What follows belongs to an exercise in optimizing a design on an open flow for small area and a short achievable clock period; a production flow would make more cautious choices. No functional check of the RTL was part of any run shown here. No activity file was given, so power comes from the tool's default toggle rates.

[config.mk]
export PLATFORM = sky130hd
export DESIGN_NAME = ALU_Pipeline
export DESIGN_NICKNAME = ALU_Pipeline
export VERILOG_FILES = /design/flow/design.v
export SDC_FILE = /design/flow/constraint.sdc
export NUM_CORES = 4
export LEC_CHECK = 0
export CAP_MARGIN = 20
export CORE_MARGIN = 2
export CORE_UTILIZATION = 40
export SETUP_SLACK_MARGIN = 4.0
export SLEW_MARGIN = 20
[design.v]
module ALUPre #(parameter int NS1 = 2) (
  input  logic [31:0] A, B,
  input  logic [6:0] funct7,
  input  logic [2:0] funct3,
  input  logic op_add, op_sub, op_and, op_or, op_xor, op_sll, op_srl, op_sra,
  output logic [31:0] X, Y,
  output logic cin,
  output logic [4-NS1:0] shamt,
  output logic fill, sel_r, sel_l
);
  logic [31:0] Ar;
  logic [31:0] s [0:NS1];
  logic left, fillbit, k11, k10, k01, k00;
  assign left = ~funct3[2];
  assign fillbit = funct7[5] & A[31];
  always_comb
    for (int i = 0; i < 32; i++) Ar[i] = left ? A[31-i] : A[i];
  assign s[0] = Ar;
  genvar l;
  generate
    for (l = 0; l < NS1; l++) begin : sh
      localparam int D = 16 >> l;
      assign s[l+1] = B[4-l] ? {{D{fillbit}}, s[l][31:D]} : s[l];
    end
  endgenerate
  assign k11 = op_sub | op_and | op_or;
  assign k10 = op_add | op_xor | op_or;
  assign k01 = op_add | op_xor | op_or;
  assign k00 = op_sub;
  assign X = (A & B & {32{k11}}) | (A & ~B & {32{k10}}) | (~A & B & {32{k01}})
           | (~A & ~B & {32{k00}}) | (s[NS1] & {32{op_sll | op_srl | op_sra}});
  assign Y = (A & B & {32{op_add}}) | (A & ~B & {32{op_sub}});
  assign cin = op_sub;
  assign shamt = B[4-NS1:0];
  assign fill = fillbit & op_sra;
  assign sel_r = op_srl | op_sra;
  assign sel_l = op_sll;
endmodule
module ALU #(parameter int NS1 = 2) (
  input  logic [31:0] X, Y,
  input  logic cin,
  input  logic [4-NS1:0] shamt,
  input  logic fill, sel_r, sel_l,
  output logic [31:0] Result,
  output logic Zero, Carry, Overflow
);
  logic [32:0] c;
  logic [31:0] zt, sum;
  logic [31:0] g0, p0;
  logic [31:0] t [0:5-NS1];
  logic [31:0] S;
  logic zadd;
  assign g0 = {Y[31:1], Y[0] | (X[0] & cin)};
  assign p0 = X | Y;
  genvar l, i;
  generate
    for (l = 0; l <= 5; l++) begin : lv
      logic [31:0] g, p;
      if (l == 0) begin : base
        assign g = g0;
        assign p = p0;
      end else begin : node
        for (i = 0; i < 32; i++) begin : b
          if (((i >> (l-1)) & 1) == 1) begin : m
            localparam int J = ((i >> (l-1)) << (l-1)) - 1;
            assign g[i] = lv[l-1].g[i] | (lv[l-1].p[i] & lv[l-1].g[J]);
            assign p[i] = lv[l-1].p[i] & lv[l-1].p[J];
          end else begin : t
            assign g[i] = lv[l-1].g[i];
            assign p[i] = lv[l-1].p[i];
          end
        end
      end
    end
  endgenerate
  assign c = {lv[5].g, cin};
  assign sum = X ^ c[31:0];
  assign zt = X ^ {X[30:0] | Y[30:0], cin};
  assign zadd = ~|zt;
  assign t[0] = X;
  generate
    for (l = 0; l < 5 - NS1; l++) begin : sh
      localparam int D = 1 << (4 - NS1 - l);
      assign t[l+1] = shamt[4-NS1-l] ? {{D{fill}}, t[l][31:D]} : t[l];
    end
  endgenerate
  assign S = t[5-NS1];
  always_comb
    for (int k = 0; k < 32; k++)
      Result[k] = (sel_r & S[k]) | (sel_l & S[31-k]) | (~(sel_r | sel_l) & sum[k]);
  assign Zero = (sel_r | sel_l) ? ~|S : zadd;
  assign Carry = c[32] ^ cin;
  assign Overflow = c[32] ^ c[31];
endmodule
module ALUControl(
  input  logic [6:0] funct7,
  input  logic [2:0] funct3,
  input  logic [6:0] opcode,
  output logic op_add, op_sub, op_and, op_or, op_xor, op_sll, op_srl, op_sra
);
  logic rtype, f7z, f7s;
  assign rtype = (opcode == 7'b0110011);
  assign f7z   = rtype & (funct7 == 7'b0000000);
  assign f7s   = rtype & (funct7 == 7'b0100000);
  assign op_add = f7z & (funct3 == 3'b000);
  assign op_sub = f7s & (funct3 == 3'b000);
  assign op_and = f7z & (funct3 == 3'b111);
  assign op_or  = f7z & (funct3 == 3'b110);
  assign op_xor = f7z & (funct3 == 3'b100);
  assign op_sll = f7z & (funct3 == 3'b001);
  assign op_srl = f7z & (funct3 == 3'b101);
  assign op_sra = f7s & (funct3 == 3'b101);
endmodule
module InstructionDecoder(
  input  logic [31:0] instruction,
  output logic [6:0]  opcode,
  output logic [2:0]  funct3,
  output logic [6:0]  funct7
);
  assign opcode = instruction[6:0];
  assign funct3 = instruction[14:12];
  assign funct7 = instruction[31:25];
endmodule
module ALU_Pipeline(
  input  logic clk, rst,
  input  logic [31:0] A_in, B_in,
  input  logic [31:0] instr_in,
  output logic [31:0] Result_out,
  output logic Zero_out, Carry_out, Overflow_out, Negative_out
);
  localparam int NS1 = 2;
  logic [6:0] opcode, funct7;
  logic [2:0] funct3;
  logic op_add, op_sub, op_and, op_or, op_xor, op_sll, op_srl, op_sra;
  logic [31:0] X_d, Y_d;
  logic cin_d, fill_d, sel_r_d, sel_l_d;
  logic [4-NS1:0] shamt_d;
  logic [31:0] X_reg, Y_reg;
  logic cin_reg, fill_reg, sel_r_reg, sel_l_reg;
  logic [4-NS1:0] shamt_reg;
  logic [31:0] Result_comb;
  logic Zero_comb, Carry_comb, Overflow_comb;
  InstructionDecoder decoder (
    .instruction(instr_in),
    .opcode(opcode),
    .funct3(funct3),
    .funct7(funct7)
  );
  ALUControl control (
    .opcode(opcode), .funct3(funct3), .funct7(funct7),
    .op_add(op_add), .op_sub(op_sub), .op_and(op_and), .op_or(op_or),
    .op_xor(op_xor), .op_sll(op_sll), .op_srl(op_srl), .op_sra(op_sra)
  );
  ALUPre #(.NS1(NS1)) pre (
    .A(A_in), .B(B_in), .funct7(funct7), .funct3(funct3),
    .op_add(op_add), .op_sub(op_sub), .op_and(op_and), .op_or(op_or),
    .op_xor(op_xor), .op_sll(op_sll), .op_srl(op_srl), .op_sra(op_sra),
    .X(X_d), .Y(Y_d), .cin(cin_d), .shamt(shamt_d),
    .fill(fill_d), .sel_r(sel_r_d), .sel_l(sel_l_d)
  );
  always_ff @(posedge clk or posedge rst) begin
    if (rst) begin
      X_reg <= 0;
      Y_reg <= 0;
      cin_reg <= 0;
      shamt_reg <= 0;
      fill_reg <= 0;
      sel_r_reg <= 0;
      sel_l_reg <= 0;
    end else begin
      X_reg <= X_d;
      Y_reg <= Y_d;
      cin_reg <= cin_d;
      shamt_reg <= shamt_d;
      fill_reg <= fill_d;
      sel_r_reg <= sel_r_d;
      sel_l_reg <= sel_l_d;
    end
  end
  ALU #(.NS1(NS1)) alu_inst (
    .X(X_reg), .Y(Y_reg), .cin(cin_reg), .shamt(shamt_reg),
    .fill(fill_reg), .sel_r(sel_r_reg), .sel_l(sel_l_reg),
    .Result(Result_comb),
    .Zero(Zero_comb),
    .Carry(Carry_comb),
    .Overflow(Overflow_comb)
  );
  always_ff @(posedge clk or posedge rst) begin
    if (rst) begin
      Result_out <= 0;
      Zero_out <= 0;
      Carry_out <= 0;
      Overflow_out <= 0;
    end else begin
      Result_out <= Result_comb;
      Zero_out <= Zero_comb;
      Carry_out <= Carry_comb;
      Overflow_out <= Overflow_comb;
    end
  end
  assign Negative_out = Result_out[31];
endmodule
[run.sh]
#!/bin/bash
# synth_recipe.tcl (not shown) runs the flow's synth.tcl, then flattens the netlist and writes it again
# the make line also repeats each setting of config.mk as NAME=value (left out here)
make -C /OpenROAD-flow-scripts/flow DESIGN_CONFIG=/design/flow/config.mk WORK_HOME=/design/flow/orfs CLKGATE_MAP_FILE= SYNTH_SCRIPT=/design/flow/synth_recipe.tcl finish
[constraint.sdc]
create_clock -name core_clock -period 7.0 [get_ports {clk}]
set_input_delay 1.4000 -clock core_clock [delete_from_list [all_inputs] [get_ports {clk}]]
set_output_delay 1.4000 -clock core_clock [all_outputs]
set_load 0.01 [all_outputs]
==> impl_metrics.toml, run 1 <==
[power_and_ir_drop]
p_per_area_mw_per_mm2 = 146
irDropWorstVdd_mv = 0.131
power.leakage_nw = 4.22
total_power_mw = 1.56

[route]
vias_per_cell = 5.98
drc = 0
dr.pass1.iters = 7
vias = 8206
wire_per_inst_um = 20.7
drt_iter0_markers = 611
drt-total-wl_um = 28400
ant_nets = 0

[sta]
tns_ns = 0
timing.hold.ws_ns = 0.507
relSlewSlack_pct = 32.5
timing.final.hold_violations = 0
setup_violations = 0
clock_skew_ns = 0.00890
max_freq_mhz = 314
rsz0062_at_grt = "yes"
finalCriticalPeriod_ns = 3.18
drv_slew = 0
tightest_slew_ns = 1.01
timing.final.crit_share_pct = 45.5
timing.final.ws_setup_ns = 3.82

[logic_synthesis]
ys_seq_elements = 106
syn-num-nets = 1112
yosysMostFrequentCell = "nor2_1"
syn_area_mm2 = 0.00862
ys_types = 69
synth-main-ff-cell = "dfrtp_1"
ys_seq_area_share_pct = 30.8
yosysTopAreaCell = "dfrtp_1"
synth_top_area_share_pct = 30.8
synth_edf_count = 0
synth_common_cells = "nor2_1 (116), dfrtp_1 (106), o21ai_0 (99), a21oi_1 (95), nand2_1 (58)"
synthCells = 1013
async_flop_share_pct = 100
yosys_warnings = 5
synth.avg_cell_area_um2 = 8.51
synth_area_leaders = "dfrtp_1 (31%), mux2_2 (6.4%), mux2i_1 (6.4%)"

[critical_path]
critical_path.max_fanout = 8
crit_slowest_cell = "or4_4"
slowest_delay_ns = 0.53
path_cells = "dlygate4sd2_1 > nor4b_4 > nand3_2 > or4_4 > inv_4 > a31oi_4 > clkbuf_16 > a21oi_2 > nor2b_1 > o22ai_2"
crit_type = "primary input to register"
critPathArrivalTime_ns = 3.45
cp.required_ns = 7.26
critPathLaunchType = "primary input"
crit_path_end_kind = "register"

[floorplanning]
placementRows = 53
ios = 134
core_area_mm2 = 0.0211
die-area_mm2 = 0.0227
start_util_pct = 40.9
die_h_um = 151
die_x_um = 151

[cells_and_area]
layout.area.seq_mm2 = 0.00266
area_growth_pct = 24.3
fillCellCount = 2071
post-route-util_pct = 50.8
fin_nets = 1191
drive_above_1_share_pct = 17.7
design_area_mm2 = 0.0107
stdcell_count = 1372
multiInputGateArea_mm2 = 0.00583
antenna_cells = 0

[run_status]
status = "no timing/DRC/antenna violations"

[grt]
grt_pass1_wl_um = 42800
track_usage_pct = 24.8
grt_max_degree = 78
grt_pass1_vias = 7497
grt_overflow_total = 0
antenna_found_initial = 0

[clocking]
cts_buffers = 9
cts_max_level = 3
insertion_delay_ns = 0.36
clock_path_buffers = 2
cts.sinks = 106
cts_tree = "done"
clkTransAtPathRegs_ns = 0.08
cts_root_buf = "clkbuf_16"

[placed_design]
place_area_mm2 = 0.00993
gp_congestion = 0.970
dp_cells = 1334
portBuffers = 118
dp_slack_ns = 2.18
place_hpwl_um = 20000

[run]
drv_cap = 0

[min_path]
hold_class = "register to register"
==> final cells by class <==
cell class              instances  share of cell area (%)
repair buffers                147                    14.0
flip-flops and latches        106                    24.8
multi-input cells             812                    54.4
well taps                     275                    3.21
clock buffers                  10                    2.14
clock inverters                 6                   0.829
inverters                      16                   0.654
==> cells in the final DEF (no fill, tap or decap), drive strengths merged, types with 7 or more instances in the layout <==
cell | Yosys | layout
dlygate4sd2 | 0 | 8
mux2i | 55 | 55
nand3 | 8 | 8
mux2 | 50 | 50
a21oi | 96 | 96
o21a | 20 | 20
clkbuf | 52 | 15
xnor2 | 17 | 17
nor2 | 116 | 116
inv | 14 | 13
nor2b | 55 | 55
a211oi | 25 | 25
dfrtp | 106 | 106
o22ai | 19 | 19
o21ai | 105 | 105
xor2 | 21 | 21
a22oi | 24 | 24
nor4 | 12 | 12
nand2 | 58 | 58
a21o | 7 | 7
nand2b | 8 | 8
clkdlybuf4s50 | 0 | 103
buf | 31 | 29
mux4 | 24 | 24
nor3 | 20 | 20
==> layer usage <==
layer / GRT usage (%) / routed length [um] / up-vias
li1: - / - / 3876
met1: 36.0 / 12800 / 3866
met2: 37.7 / 12600 / 391
met3: 2.83 / 1890 / 73
met4: 10.0 / 1120 / 0
met5: 0 / 0 / -
==> cells by family (layout without fill, tap and decap cells) <==
family                   count (synthesis)  after routing  synth area share (%)
buffers and inverters                   99            179                  4.95
XOR/XNOR                                38             38                  3.86
multiplexers                           129            129                  19.2
flip-flops                             106            106                  30.8
AO/OA/AOI/OAI                          337            338                  24.0
adder cells (fa/ha/maj)                  1              1                 0.145
AND/OR/NAND/NOR                        303            306                  17.1
==> critical path, delay by kind of cell <==
family | cells | cell delay (ns)
simple gates | 4 | 1.03
compound gates | 3 | 0.39
buf+inv | 3 | 0.61
==> power by group <==
| group | switching (mW) | internal, mW |
|---|---|---|
| Combinational | 0.187 | 0.174 |
| Sequential | 0.0348 | 0.632 |
| Clock | 0.246 | 0.286 |
| Total | 0.468 | 1.09 |
==> timing repair <==
action / in CTS / in global routing
pin swaps: 16 / 31
setup endpoints to repair: 67 / 148
cloned: 6 / 3
gates resized for setup: 59 / 41
buffers inserted: 7 / 6
hold buffers: 0 / 0
==> final timing paths <==
path / from / end / slack, ns / depth (start not counted)
setup / recovery: instr_in[26] / X_reg[11] / 3.82 / 10
hold / removal: cin_reg / Carry_out / 0.51 / 1
setup reg to reg: X_reg[0] / Overflow_out / 4.17 / 9
hold reg to reg: cin_reg / Carry_out / 0.51 / 1
max in group asynchronous: rst / shamt_reg[1] / 4.43 / 3
min in group asynchronous: rst / Result_out[29] / 1.47 / 2
==> run 2, diff against run 1 <==
==> flow/run.sh (new file) <==
#!/bin/bash
# The standard layout, with the ports buffered by the smallest buffer (the resizer sizes
# them up where timing needs it) instead of buffer_ports' default delay buffer.
set -euo pipefail
bash standard.sh synth > synth.log 2>&1
export BUFFER_PORTS_ARGS="-buffer_cell sky130_fd_sc_hd__buf_1"
bash standard.sh finish > layout.log 2>&1
==> standard.sh (new file) <==
#!/bin/bash
# synth_recipe.tcl (not shown) runs the flow's synth.tcl, then flattens the netlist and writes it again
# the make line also repeats each setting of config.mk as NAME=value (left out here)
make -C /OpenROAD-flow-scripts/flow DESIGN_CONFIG=/design/flow/config.mk WORK_HOME=/design/flow/orfs CLKGATE_MAP_FILE= SYNTH_SCRIPT=/design/flow/synth_recipe.tcl "${@:-finish}"
removed: run.sh
==> run 2 against run 1 <==
Net effect: routed wire length hardly changed; total power is 4.7% lower; still clean; die area stayed put; combinational power is 13% lower; design area is 7.0% lower.
==> impl_metrics.toml, run 2 <==
[floorplanning]
start_util_pct = 40.9
ios = 134
die_h_um = 151
placementRows = 53
core_area_mm2 = 0.0211
die_x_um = 151
die-area_mm2 = 0.0227

[grt]
grt_pass1_wl_um = 42700
grt_max_degree = 72
grt_pass1_vias = 7264
antenna_found_initial = 0
track_usage_pct = 24.7
grt_overflow_total = 0

[min_path]
holdPathEnd = "Carry_out"
hp-start = "cin_reg"
hold_path_depth = 1
hold_class = "register to register"

[power_and_ir_drop]
p_int_mw = 1.01
power.leakage_nw = 3.87
switching_share_pct = 31.7
irDropWorstVdd_mv = 0.118
power_frac_comb_pct = 21.2
p_per_area_mw_per_mm2 = 149
power_frac_clock_pct = 33.9
seqPwrFrac_pct = 44.9
p_switching_uw = 471

[route]
wire_per_inst_um = 20.8
ant_nets = 0
drt-total-wl_um = 28500
vias_per_cell = 6.03
drt_iter0_markers = 648
vias = 8265
drc = 0
dr.pass1.iters = 5

[clocking]
cts_max_level = 3
cts_root_buf = "clkbuf_16"
cts_tree = "done"
clkTransAtPathRegs_ns = 0.07
cts_buffers = 9
cts_hold_buf = 0
insertion_delay_ns = 0.36
clock_path_buffers = 2
cts.sinks = 106

[critical_path]
path_delay_family = "simple AND/OR/NAND/NOR gates"
cp.required_ns = 7.23
crit_path_end_kind = "register"
r2r_start = "X_reg[10]"
ff2ff_setup_slack_ns = 4.17
regToRegEndpoint = "Overflow_out"
critPathArrivalTime_ns = 3.35
crit_slowest_cell = "or4_4"
startpoint = "instr_in[6]"
path_buf_inv = 3
critPathLaunchType = "primary input"
slowest_delay_ns = 0.46
crit_type = "primary input to register"
rr_worst_depth = 8
critical_path.max_fanout = 8
path_cells = "buf_1 > nand4b_1 > nor4b_2 > nand3_2 > or4_4 > inv_4 > a31oi_4 > buf_12 > a21oi_1 > mux2i_1 > o21ai_0"

[sta]
clock_skew_ns = 0.00791
max_freq_mhz = 320
timing.final.hold_violations = 0
setup_violations = 0
timing.final.crit_share_pct = 44.6
timing.final.ws_setup_ns = 3.88
tightest_slew_ns = 0.976
tns_ns = 0
finalCriticalPeriod_ns = 3.12
relSlewSlack_pct = 34.9
rsz0062_at_grt = "yes"
drv_slew = 0

[run]
drv_cap = 0

[cells_and_area]
fillCellCount = 2139
area_growth_pct = 15.7
antenna_cells = 0
post-route-util_pct = 47.3
multiInputGateArea_mm2 = 0.00583
layout_common_cells = "buf_1 (117), dfrtp_1 (105), nor2_1 (99)"
fin_nets = 1189
drive_above_1_share_pct = 17.0
final_common_cell = "buf_1"
layout.area.seq_mm2 = 0.00266

[logic_synthesis]
ys_seq_area_share_pct = 30.8
synthCells = 1013
yosysMostFrequentCell = "nor2_1"
synth_edf_count = 0
synth_top_area_share_pct = 30.8
async_flop_share_pct = 100
syn-num-nets = 1112
synth_common_cells = "nor2_1 (116), dfrtp_1 (106), o21ai_0 (99), a21oi_1 (95), nand2_1 (58)"
yosysTopAreaCell = "dfrtp_1"
ys_seq_elements = 106
synth-main-ff-cell = "dfrtp_1"
syn_area_mm2 = 0.00862
synth.avg_cell_area_um2 = 8.51
yosys_warnings = 5
ys_types = 69
synth_area_leaders = "dfrtp_1 (31%), mux2_2 (6.4%), mux2i_1 (6.4%)"

[placed_design]
dp_slack_ns = 2.50
place_hpwl_um = 19800
gp_congestion = 0.933
portBuffers = 118

[run_status]
status = "no timing/DRC/antenna violations"
run 2: cell count changes in the layout (fill, tap and decap cells not counted), sizes merged:
cell           delta
clkinv            +1
bufinv            -1
clkbuf            -2
dlygate4sd2       -8
a2111oi           -1
buf             +111
clkdlybuf4s50   -103
clkinvlp          -1
inv               +2
clkdlybuf4s15     -1
dlymetal6s2s      -1
or4               +2
run 2: power by group through the flow:
stage                     clock (mW)  combinational, mW  sequential [mW]
final                          0.504              0.315            0.667
after global routing           0.536              0.342            0.671
after CTS                      0.513              0.307            0.666
after detailed placement           0              0.300            0.678
after global placement             0              0.297            0.678
after floorplan                    0              0.219            0.657
run 2: worst max path at each step:
stage / endpoint / slack, ns / cells after the start
after detailed placement: X_reg[20] / 2.50 / 11
after CTS: X_reg[6] / 3.91 / 11
after floorplan: X_reg[13] / 3.73 / 11
after global placement: X_reg[26] / 2.54 / 11
final: X_reg[26] / 3.88 / 11
after global routing: X_reg[27] / 3.77 / 11
run 2: worst reg2reg max path: cells and delay by family, from the launching register on:
kind	cells	cell delay (ns)
muxes	1	0.32
AOI/OAI and AO/OA	7	1.86
DFF	1	0.53
run 2: metrics by stage:
stage                     cell area, um^2  hold slack [ns]  total power, mW  std cells
after floorplan                      8690            0.446            0.876       1013
after global placement               9190            0.506            0.975       1334
after detailed placement             9190            0.504            0.979       1334
after CTS                            9750            0.514             1.49       1363
after global routing                 9970            0.532             1.55       1370
final                                9970            0.505             1.49       1370
run 2: cell families (layout without fill, tap and decap cells):
logic type	Yosys count	after routing	synth area share, %
AOI/OAI and AO/OA	337	337	24.0
and+or+nand+nor	303	308	17.1
muxes	129	129	19.2
DFF	106	106	30.8
buffers and inverters	99	176	4.95
xor gates and xnor gates	38	38	3.86
adders and majority gates	1	1	0.145
run 2: area by class of cell:
cell class                      count  area share [%]
Sequential cell                   106            26.6
Inverter                           16           0.690
Clock buffer                        9            2.26
Multi-Input combinational cell    813            58.5
Tap cell                          275            3.45
Timing Repair Buffer              144            7.72
Clock inverter                      7           0.728
run 2: layer usage:
layer	vias up	routed length (um)	global-route usage, %
met5	-	0	0
met4	0	1080	8.27
met3	64	2050	2.77
met2	385	12500	37.5
met1	3945	12800	36.5
li1	3871	-	-
run 2: what timing repair did:
action / CTS / global route
setup buffers: 5 / 4
setup endpoints to repair: 67 / 67
pin swaps: 10 / 14
gates resized for setup: 45 / 47
endpoints found under the hold margin: 0 / 0
cloned: 8 / 3
==> run 3, diff against run 2 <==
--- a/design.v
+++ b/design.v
@@ -2,17 +2,18 @@
   input  logic [31:0] A, B,
   input  logic [6:0] funct7,
   input  logic [2:0] funct3,
-  input  logic op_add, op_sub, op_and, op_or, op_xor, op_sll, op_srl, op_sra,
+  input  logic v_logic, v_arith, v_shift, v_sll,
   output logic [31:0] X, Y,
   output logic cin,
   output logic [4-NS1:0] shamt,
   output logic fill, sel_r, sel_l
 );
-  logic [31:0] Ar;
+  logic [31:0] Ar, F;
   logic [31:0] s [0:NS1];
-  logic left, fillbit, k11, k10, k01, k00;
+  logic left, sub, k11, k10;
   assign left = ~funct3[2];
-  assign fillbit = funct7[5] & A[31];
+  assign sub = funct7[5];
+  assign fill = sub & A[31];
   always_comb
     for (int i = 0; i < 32; i++) Ar[i] = left ? A[31-i] : A[i];
   assign s[0] = Ar;
@@ -20,21 +21,18 @@
   generate
     for (l = 0; l < NS1; l++) begin : sh
       localparam int D = 16 >> l;
-      assign s[l+1] = B[4-l] ? {{D{fillbit}}, s[l][31:D]} : s[l];
+      assign s[l+1] = B[4-l] ? {{D{fill}}, s[l][31:D]} : s[l];
     end
   endgenerate
-  assign k11 = op_sub | op_and | op_or;
-  assign k10 = op_add | op_xor | op_or;
-  assign k01 = op_add | op_xor | op_or;
-  assign k00 = op_sub;
-  assign X = (A & B & {32{k11}}) | (A & ~B & {32{k10}}) | (~A & B & {32{k01}})
-           | (~A & ~B & {32{k00}}) | (s[NS1] & {32{op_sll | op_srl | op_sra}});
-  assign Y = (A & B & {32{op_add}}) | (A & ~B & {32{op_sub}});
-  assign cin = op_sub;
+  assign k11 = sub | funct3[1];
+  assign k10 = ~sub & ~funct3[0];
+  assign F = (A & B & {32{k11}}) | ((A ^ B) & {32{k10}}) | (~A & ~B & {32{sub}});
+  assign X = (F & {32{v_logic}}) | (s[NS1] & {32{v_shift}});
+  assign Y = A & (B ^ {32{sub}}) & {32{v_arith}};
+  assign cin = v_arith & sub;
   assign shamt = B[4-NS1:0];
-  assign fill = fillbit & op_sra;
-  assign sel_r = op_srl | op_sra;
-  assign sel_l = op_sll;
+  assign sel_r = v_shift & ~v_sll;
+  assign sel_l = v_sll;
 endmodule
 module ALU #(parameter int NS1 = 2) (
   input  logic [31:0] X, Y,
@@ -96,20 +94,20 @@
   input  logic [6:0] funct7,
   input  logic [2:0] funct3,
   input  logic [6:0] opcode,
-  output logic op_add, op_sub, op_and, op_or, op_xor, op_sll, op_srl, op_sra
+  output logic v_logic,   
+  output logic v_arith,   
+  output logic v_shift,   
+  output logic v_sll      
 );
   logic rtype, f7z, f7s;
   assign rtype = (opcode == 7'b0110011);
   assign f7z   = rtype & (funct7 == 7'b0000000);
   assign f7s   = rtype & (funct7 == 7'b0100000);
-  assign op_add = f7z & (funct3 == 3'b000);
-  assign op_sub = f7s & (funct3 == 3'b000);
-  assign op_and = f7z & (funct3 == 3'b111);
-  assign op_or  = f7z & (funct3 == 3'b110);
-  assign op_xor = f7z & (funct3 == 3'b100);
-  assign op_sll = f7z & (funct3 == 3'b001);
-  assign op_srl = f7z & (funct3 == 3'b101);
-  assign op_sra = f7s & (funct3 == 3'b101);
+  assign v_arith = (f7z | f7s) & (funct3 == 3'b000);
+  assign v_logic = v_arith | (f7z & funct3[2] & ~funct3[0])        
+                           | (f7z & (funct3 == 3'b111));            
+  assign v_shift = (f7z & (funct3[1:0] == 2'b01)) | (f7s & (funct3 == 3'b101));
+  assign v_sll   = f7z & (funct3 == 3'b001);
 endmodule
 module InstructionDecoder(
   input  logic [31:0] instruction,
@@ -131,7 +129,7 @@
   localparam int NS1 = 2;
   logic [6:0] opcode, funct7;
   logic [2:0] funct3;
-  logic op_add, op_sub, op_and, op_or, op_xor, op_sll, op_srl, op_sra;
+  logic v_logic, v_arith, v_shift, v_sll;
   logic [31:0] X_d, Y_d;
   logic cin_d, fill_d, sel_r_d, sel_l_d;
   logic [4-NS1:0] shamt_d;
@@ -148,13 +146,11 @@
   );
   ALUControl control (
     .opcode(opcode), .funct3(funct3), .funct7(funct7),
-    .op_add(op_add), .op_sub(op_sub), .op_and(op_and), .op_or(op_or),
-    .op_xor(op_xor), .op_sll(op_sll), .op_srl(op_srl), .op_sra(op_sra)
+    .v_logic(v_logic), .v_arith(v_arith), .v_shift(v_shift), .v_sll(v_sll)
   );
   ALUPre #(.NS1(NS1)) pre (
     .A(A_in), .B(B_in), .funct7(funct7), .funct3(funct3),
-    .op_add(op_add), .op_sub(op_sub), .op_and(op_and), .op_or(op_or),
-    .op_xor(op_xor), .op_sll(op_sll), .op_srl(op_srl), .op_sra(op_sra),
+    .v_logic(v_logic), .v_arith(v_arith), .v_shift(v_shift), .v_sll(v_sll),
     .X(X_d), .Y(Y_d), .cin(cin_d), .shamt(shamt_d),
     .fill(fill_d), .sel_r(sel_r_d), .sel_l(sel_l_d)
   );
==> run.sh (new file) <==
#!/bin/bash
# synth_recipe.tcl (not shown) runs the flow's synth.tcl, then flattens the netlist and writes it again
# the make line also repeats each setting of config.mk as NAME=value (left out here)
make -C /OpenROAD-flow-scripts/flow DESIGN_CONFIG=/design/flow/config.mk WORK_HOME=/design/flow/orfs CLKGATE_MAP_FILE= SYNTH_SCRIPT=/design/flow/synth_recipe.tcl finish
removed: flow/run.sh
removed: standard.sh
==> run 3 against run 2 <==
Net effect: total power down 2.6%; still clean; critical path depth is 1 lower; clock power is 1% higher; routed wire length increased by 9.6%; count of clock-buffer cells in the layout grew 1; critical path type unchanged; non-clock buffer count grew 13; register-to-register slack hardly changed; worst hold slack improved by 0.045 ns; fmax rose by 0.37%.
==> impl_metrics.toml, run 3 <==
[floorplanning]
die-area_mm2 = 0.0246
core_area_mm2 = 0.0228
start_util_pct = 41.0
ios = 134
placementRows = 55
die_h_um = 157
die_x_um = 157

[route]
drc = 0
vias = 8897
dr.pass1.iters = 5
ant_nets = 0
vias_per_cell = 5.90
drt-total-wl_um = 31200
drt_iter0_markers = 869
wire_per_inst_um = 20.7

[critical_path]
critPathArrivalTime_ns = 3.37
crit_slowest_cell = "or4_4"
crit_top_cell = "buf_6"
critical_path.max_fanout = 5
crit_path_end_kind = "register"
cp.required_ns = 7.26
crit_type = "primary input to register"
path_cells = "buf_6 > or4_4 > nor4_4 > nand4_1 > buf_4 > buf_6 > a211o_4 > buf_12 > buf_16 > o32ai_4"
path_delay_family = "simple AND/OR/NAND/NOR gates"
critPathLaunchType = "primary input"
path_buf_inv = 5
slowest_delay_ns = 0.53

[placed_design]
portBuffers = 118
place_area_mm2 = 0.0109
place_hpwl_um = 22100
gp_congestion = 0.911

[clocking]
cts_root_buf = "clkbuf_16"
clock_path_buffers = 2
cts_hold_buf = 0
cts.sinks = 106
cts_tree = "done"
clkTransAtPathRegs_ns = 0.08
cts_max_level = 3
insertion_delay_ns = 0.36
cts_buffers = 9

[cells_and_area]
area_growth_pct = 28.9
design_area_mm2 = 0.0120
fin_nets = 1355
antenna_cells = 0
layout_common_cells = "clkdlybuf4s50_1 (111), nor2_1 (108), dfrtp_1 (105)"
drive_above_1_share_pct = 13.4
final_common_cell = "clkdlybuf4s50_1"

[sta]
setup_violations = 0
relSlewSlack_pct = 36.3
max_freq_mhz = 322
rsz0062_at_grt = "yes"
timing.final.hold_violations = 0
timing.final.crit_share_pct = 44.4
tns_ns = 0
tightest_slew_ns = 0.955
finalCriticalPeriod_ns = 3.11
clock_skew_ns = 0.0152
drv_slew = 0

[grt]
use_met2_pct = 41.6
met1_usage_pct = 34.7
met3_usage_pct = 2.35
antenna_found_initial = 0
grt_overflow_total = 0
track_usage_pct = 25.5
grt_pass1_wl_um = 47600
grt_busiest_layer = "met2"
grt_pass1_vias = 8405
grt_max_degree = 68

[run_status]
status = "no timing/DRC/antenna violations"

[power_and_ir_drop]
total_power_mw = 1.45
irDropWorstVdd_mv = 0.0982
power.leakage_nw = 5.30
p_per_area_mw_per_mm2 = 120

[logic_synthesis]
ys_seq_area_share_pct = 28.4
ys_types = 65
synth_common_cells = "nor2_1 (109), dfrtp_1 (106), o21ai_0 (88), clkbuf_1 (77), inv_1 (77)"
yosys_warnings = 5
synthCells = 1118
syn_area_mm2 = 0.00934
synth.avg_cell_area_um2 = 8.35
synth_area_leaders = "dfrtp_1 (28%), ha_1 (8.7%), mux2i_1 (6.6%)"
syn-num-nets = 1281
synth_top_area_share_pct = 28.4
async_flop_share_pct = 100
ys_seq_elements = 106
synth_edf_count = 0
yosysMostFrequentCell = "nor2_1"
synth-main-ff-cell = "dfrtp_1"
yosysTopAreaCell = "dfrtp_1"

[run]
drv_cap = 0

[min_path]
hold_class = "register to register"
==> run 3: layout make-up <==
| type | instances | area [um^2] |
|---|---|---|
| clock buffer | 10 | 239 |
| clock inverter | 5 | 46.3 |
| fill | 2110 | 10700 |
| inverter | 78 | 300 |
| multi-input combinational | 840 | 6640 |
| sequential | 106 | 2650 |
| tap | 313 | 392 |
| timing repair buffer | 157 | 1770 |
==> run 3: timing repair <==
item                                    in CTS  in global routing
buffers inserted                            13                  1
pin swaps                                    8                  8
resized for setup                           72                 25
endpoints found under the setup margin      67                137
gates cloned                                 9                  1
==> run 3: worst paths after layout <==
| check | end | cells after the start | from | slack [ns] |
|---|---|---|---|---|
| setup / recovery | X_reg[2] | 10 | instr_in[31] | 3.89 |
| hold / removal | Carry_out | 1 | cin_reg | 0.55 |
| setup reg to reg | Zero_out | 7 | sel_r_reg | 4.18 |
| hold reg to reg | Carry_out | 1 | cin_reg | 0.55 |
| max in group asynchronous | Y_reg[18] | 3 | rst | 4.42 |
| min in group asynchronous | Result_out[31] | 2 | rst | 1.54 |
==> run 3: cells by family after synthesis <==
family	Yosys count	share of synthesized area [%]
AO/OA/AOI/OAI	306	21.6
adder cells (fa/ha/maj)	65	8.71
buffers and inverters	172	7.20
XOR/XNOR	73	6.85
AND/OR/NAND/NOR	299	16.1
flip-flops	106	28.4
multiplexers	97	11.1
==> run 3: routing by layer <==
| layer | routed length [um] | vias up |
|---|---|---|
| met5 | 0 | - |
| met2 | 14600 | 372 |
| met4 | 1150 | 0 |
| li1 | - | 4143 |
| met3 | 1590 | 69 |
| met1 | 13900 | 4313 |
==> run 3: power by group <==
part / internal (mW) / leakage, nW / switching, mW
Combinational: 0.132 / 3.70 / 0.187
Clock: 0.256 / 0.135 / 0.254
Sequential: 0.613 / 1.47 / 0.00557
==> run 3: metrics by stage <==
| step | setup slack (ns) | std cells | hold slack (ns) | utilization, % |
|---|---|---|---|---|
| after floorplan | 3.89 | 1118 | 0.450 | - |
| after global placement | 2.85 | 1470 | 0.531 | 47.7 |
| after detailed placement | 2.82 | 1470 | 0.547 | 47.7 |
| after CTS | 3.80 | 1507 | 0.558 | 52.0 |
| after global routing | 3.83 | 1509 | 0.571 | 52.8 |
| final | 3.89 | 1509 | 0.551 | 52.8 |

-- afterwards: timing with drivers on the ports --
The flow's constraints put no driver on any port. The routed layouts listed below were extracted and timed again, unchanged, in two steps. Step 1 sets driving cells, clkbuf_16 on the clock port and buf_2 on the other inputs (assumed; they add their load-dependent delay and slew). Step 2 adds t to the input delays and takes it off the output delays; t is the mean of the earliest and latest rising clock arrival at the registers after step 1. Input paths then give back, and output paths get back, about the clock's delay inside the block. Slacks: ideal ports / drivers / drivers and shift; pairs: ideal ports / drivers.
| run | t, ns | setup slack, ns | pins driven straight from the clock port |
|---|---|---|---|
| run 1 | 0.397 | 3.817 / 3.834 / 3.437 | 1 |
| run 2 | 0.396 | 3.880 / 3.895 / 3.499 | 1 |
| run 3 | 0.405 | 3.891 / 3.909 / 3.503 | 1 |
After both steps every run listed still meets setup and hold. The setup slack of run 3, which loses most, moves by +0.018 ns with the drivers and by -0.388 ns with both steps.
